What follows belongs to an exercise in optimizing a design on an open flow for small area and a short achievable clock period; a production flow would make more cautious choices.
RTL that was checked went through simulation tests only; none was proved equivalent to the original.

==> module Posit_Adder, before the edit <==
module Posit_Adder(A1,B1,clk, reset,OUT);
  input  [0:31] A1, B1;
  input  clk, reset;
  output reg [0:31] OUT;
  reg [31:0] a, b;           
  reg        r1, r2;         
  reg [24:0] s2_fl;          
  reg [27:0] s2_xs;          
  reg        s2_ci;          
  reg [9:0]  s2_sc;          
  reg        s2_s;           
  reg        s2_k;           
  function [30:0] cneg;
    input s;
    input [30:0] x;
    integer i;
    reg p;
    begin
      p = 1'b0;
      for (i = 0; i < 31; i = i + 1) begin
        cneg[i] = x[i] ^ (s & p);
        p = p | x[i];
      end
    end
  endfunction
  function [30:0] cnegf;
    input s;
    input [30:0] x;
    integer i;
    reg [3:0] bo;
    reg p, q;
    begin
      for (i = 0; i < 4; i = i + 1)
        bo[i] = |(({1'b0, x} >> (8 * i)) & 32'hFF);
      q = 1'b0;
      for (i = 0; i < 31; i = i + 1) begin
        if (i % 8 == 0) begin
          p = q;
          q = q | bo[i / 8];
        end
        cnegf[i] = x[i] ^ (s & p);
        p = p | x[i];
      end
    end
  endfunction
  function [38:0] strip;
    input [30:0] m;
    reg rb;
    reg [29:0] v;
    reg [4:0] c;
    begin
      rb = m[30];
      v = m[29:0];
      c = 5'd0;
      if (v[29:14] == {16{rb}}) begin v = {v[13:0], 16'd0}; c[4] = 1'b1; end
      if (v[29:22] == {8{rb}})  begin v = {v[21:0], 8'd0};  c[3] = 1'b1; end
      if (v[29:26] == {4{rb}})  begin v = {v[25:0], 4'd0};  c[2] = 1'b1; end
      if (v[29:28] == {2{rb}})  begin v = {v[27:0], 2'd0};  c[1] = 1'b1; end
      if (v[29] == rb)          begin v = {v[28:0], 1'd0};  c[0] = 1'b1; end
      strip = {~rb, c ^ {5{~rb}}, v[28:25], v[28:0]};
    end
  endfunction
  function [13:0] radd14;
    input [13:0] x;
    input [13:0] y;
    input ci;
    integer i;
    reg c;
    begin
      c = ci;
      for (i = 0; i < 14; i = i + 1) begin
        radd14[i] = x[i] ^ y[i] ^ c;
        c = (x[i] & y[i]) | (x[i] & c) | (y[i] & c);
      end
    end
  endfunction
  function carry14;
    input [13:0] x;
    input [13:0] y;
    input ci;
    integer i;
    reg c;
    begin
      c = ci;
      for (i = 0; i < 14; i = i + 1)
        c = (x[i] & y[i]) | (x[i] & c) | (y[i] & c);
      carry14 = c;
    end
  endfunction
  wire sa = a[31];
  wire sb = b[31];
  wire [30:0] ma = cneg(sa, a[30:0]);
  wire [30:0] mb = cneg(sb, b[30:0]);
  wire za = (a[30:0] == 31'd0);
  wire zb = (b[30:0] == 31'd0);
  wire nar = (za & sa) | (zb & sb);
  reg gt;
  integer j;
  always @* begin
    gt = 1'b0;
    for (j = 0; j < 31; j = j + 1)
      gt = (mb[j] & ~ma[j]) | (mb[j] & gt) | (~ma[j] & gt);
  end
  wire [30:0] mL = gt ? mb : ma;
  wire [30:0] mS = gt ? ma : mb;
  wire sL = gt ? sb : sa;
  wire sS = gt ? sa : sb;
  wire [38:0] dL = strip(mL);
  wire [38:0] dS = strip(mS);
  wire [9:0]  scL = dL[38:29];
  wire [9:0]  scS = dS[38:29];
  wire [24:0] fL = dL[24:0];
  wire [24:0] fS = dS[24:0];
  wire [9:0] ext = scL - scS;
  wire [32:0] xs = (ext[9:6] != 4'd0) ? 33'd0 : ({~(za | zb), fS, 7'd0} >> ext[5:0]);
  wire sticky = |xs[5:0];
  wire sub = sL ^ sS;
  wire kill1 = nar | (za & zb);
  wire [27:0] XL = {2'b01, s2_fl, 1'b0};
  wire [27:0] XS = s2_xs;
  wire [13:0] w_lo  = radd14(XL[13:0], XS[13:0], s2_ci);
  wire        c14   = carry14(XL[13:0], XS[13:0], s2_ci);
  wire [13:0] w_hi0 = radd14(XL[27:14], XS[27:14], 1'b0);
  wire [13:0] w_hi1 = radd14(XL[27:14], XS[27:14], 1'b1);
  wire [27:0] W = {c14 ? w_hi1 : w_hi0, w_lo};
  reg [27:0] v;
  reg [4:0]  q;
  always @* begin
    v = W;
    q = 5'd0;
    if (v[27:12] == 16'd0) begin v = {v[11:0], 16'd0}; q[4] = 1'b1; end
    if (v[27:20] == 8'd0)  begin v = {v[19:0], 8'd0};  q[3] = 1'b1; end
    if (v[27:24] == 4'd0)  begin v = {v[23:0], 4'd0};  q[2] = 1'b1; end
    if (v[27:26] == 2'd0)  begin v = {v[25:0], 2'd0};  q[1] = 1'b1; end
    if (v[27] == 1'b0)     begin v = {v[26:0], 1'd0};  q[0] = 1'b1; end
  end
  wire wz = ~v[27];           
  wire [10:0] fs   = {s2_sc[9], s2_sc} + 11'd1 - {6'd0, q};
  wire        kneg = fs[10];
  wire [5:0]  nsh  = fs[9:4] ^ {6{kneg}};
  wire signed [30:0] ev = {~kneg, kneg, fs[3:0], v[26:2]};
  wire [30:0] evsh = ev >>> nsh[4:0];
  wire [30:0] R    = nsh[5] ? {31{~kneg}} : evsh;
  wire        osign = s2_s & (s2_k | ~wz);
  wire [30:0] omag  = cnegf(osign, R);
  always @(posedge clk) begin
    a     <= A1;
    b     <= B1;
    r1    <= reset;
    r2    <= r1;
    s2_fl  <= fL;
    s2_xs  <= {1'b0, xs[32:6]} ^ {28{sub}};
    s2_ci  <= sub & ~sticky;
    s2_sc <= scL;
    s2_s  <= nar | sL;
    s2_k  <= kill1;
    if (reset | r2)
      OUT <= 32'd0;
    else
      OUT <= {osign, (s2_k | wz) ? 31'd0 : omag};
  end
endmodule
clock: 120.0 ns
lec_check: 0
cap_margin: 20
core_margin: 2
core_utilization: 40
cts_buf_list: sky130_fd_sc_hd__clkbuf_8
slew_margin: 20
standard.sh (not shown) runs the stock make flow with config.mk's settings and CLKGATE_MAP_FILE= SYNTH_SCRIPT=/design/flow/synth_recipe.tcl, a recipe that flattens the netlist after the stock synthesis.
==> flow/flow/run.sh <==
#!/bin/bash
# Layout flow: the standard flow (standard.sh), with one change in
# synthesis: ABC restructures the logic (&dc2, &syn3, &dch), maps it with an
# area-oriented mapper (amap), then
# resizes gates for delay, then downsizes gates off the critical
# paths. Registers, their names and cells are
# those of the standard synthesis, which runs unchanged up to the ABC call.
# Placement buffers each port with buf_1 instead of the default buffer.
set -euo pipefail
W=$(pwd)

cp "$W/flow/abc_map.script" "$W/abc_map.script"

# synth_recipe.tcl with ABC's script replaced by ours
{
  printf '%s\n' "proc abc {args} {" \
    "  set i [lsearch -exact \$args -script]" \
    "  if {\$i >= 0} { lset args [expr {\$i + 1}] {$W/abc_map.script} }" \
    "  yosys abc {*}\$args" \
    "}"
  cat "$W/synth_recipe.tcl"
} > "$W/flow_synth.tcl"

grep -q "$W/synth_recipe.tcl" "$W/standard.sh"
sed "s#$W/synth_recipe.tcl#$W/flow_synth.tcl#g" "$W/standard.sh" > "$W/flow_standard.sh"

# every port still gets its own buffer, the smallest one
bash "$W/flow_standard.sh" "BUFFER_PORTS_ARGS=-buffer_cell sky130_fd_sc_hd__buf_1" finish \
  > "$W/flow_make.log" 2>&1
test -f "$W/out/final.def"
==> flow/flow/abc_map.script <==
&get -n
&st
&dc2
&syn3
&dch
&put
amap
topo
stime -c
upsize -c
dnsize -c
stime -c
dnsize -c -D 20000 -I 20
stime -c
==> next run, changes <==
--- a/flow/design.v
+++ b/flow/design.v
@@ -1,11 +1,11 @@
 module Posit_Adder(A1,B1,clk, reset,OUT);
   input  [0:31] A1, B1;
   input  clk, reset;
   output reg [0:31] OUT;
   reg [31:0] a, b;           
-  reg        r1, r2;         
+  reg        r1;             
   reg [24:0] s2_fl;          
   reg [27:0] s2_xs;          
   reg        s2_ci;          
   reg [9:0]  s2_sc;          
   reg        s2_s;           
@@ -145,18 +145,17 @@
   wire [30:0] omag  = cnegf(osign, R);
   always @(posedge clk) begin
     a     <= A1;
     b     <= B1;
     r1    <= reset;
-    r2    <= r1;
     s2_fl  <= fL;
     s2_xs  <= {1'b0, xs[32:6]} ^ {28{sub}};
     s2_ci  <= sub & ~sticky;
     s2_sc <= scL;
-    s2_s  <= nar | sL;
-    s2_k  <= kill1;
-    if (reset | r2)
+    s2_s  <= (nar | sL) & ~r1;
+    s2_k  <= kill1 | r1;
+    if (reset)
       OUT <= 32'd0;
     else
       OUT <= {osign, (s2_k | wz) ? 31'd0 : omag};
   end
 endmodule
- The new run finished with timing, DRC and antenna clean
- final area goes up slightly
- via count went up slightly
- routed wire length is about the same
- clock-buffer cell count came out lower by 1
- non-clock buffer count drops by 4
- cell count increases slightly
- core utilization stays flat
- register-to-register slack degrades by 0.10 ns
- synthesized cell count increases slightly
- fmax stays flat
For the second run of this note, only the layout was checked, not whether the RTL still works.

[afterwards: timing with drivers on the ports]
The flow's constraints put no driver on any port. The routed layouts listed below were extracted and timed again, unchanged, in two steps.
Step 1: set_driving_cell puts a clkbuf_16 on clk and a buf_2 on each other input, an assumption about the parent block.
Step 2 moves the port delays by t, midway between the first and last clock arrival at a register: inputs arrive t later, outputs are due t later. That takes back most of the time a late clock gives input paths.
Slacks: ideal ports / drivers / drivers and shift; pairs: ideal ports / drivers.
| run | shift t [ns] | setup WS [ns] | worst setup path at the end | worst slew at a driven data input, ns | pins driven straight from the clock port |
|---|---|---|---|---|---|
| the first run | 0.543 | 94.999 / 94.950 / 94.903 | input to register | 0.04 | 1 |
| the second run | 0.536 | 95.000 / 94.951 / 94.908 | input to register | 0.03 | 1 |
After both steps every run listed still meets setup and hold. For the first run, which loses most, drivers alone change the setup slack by -0.049 ns; drivers and shift together by -0.096 ns.
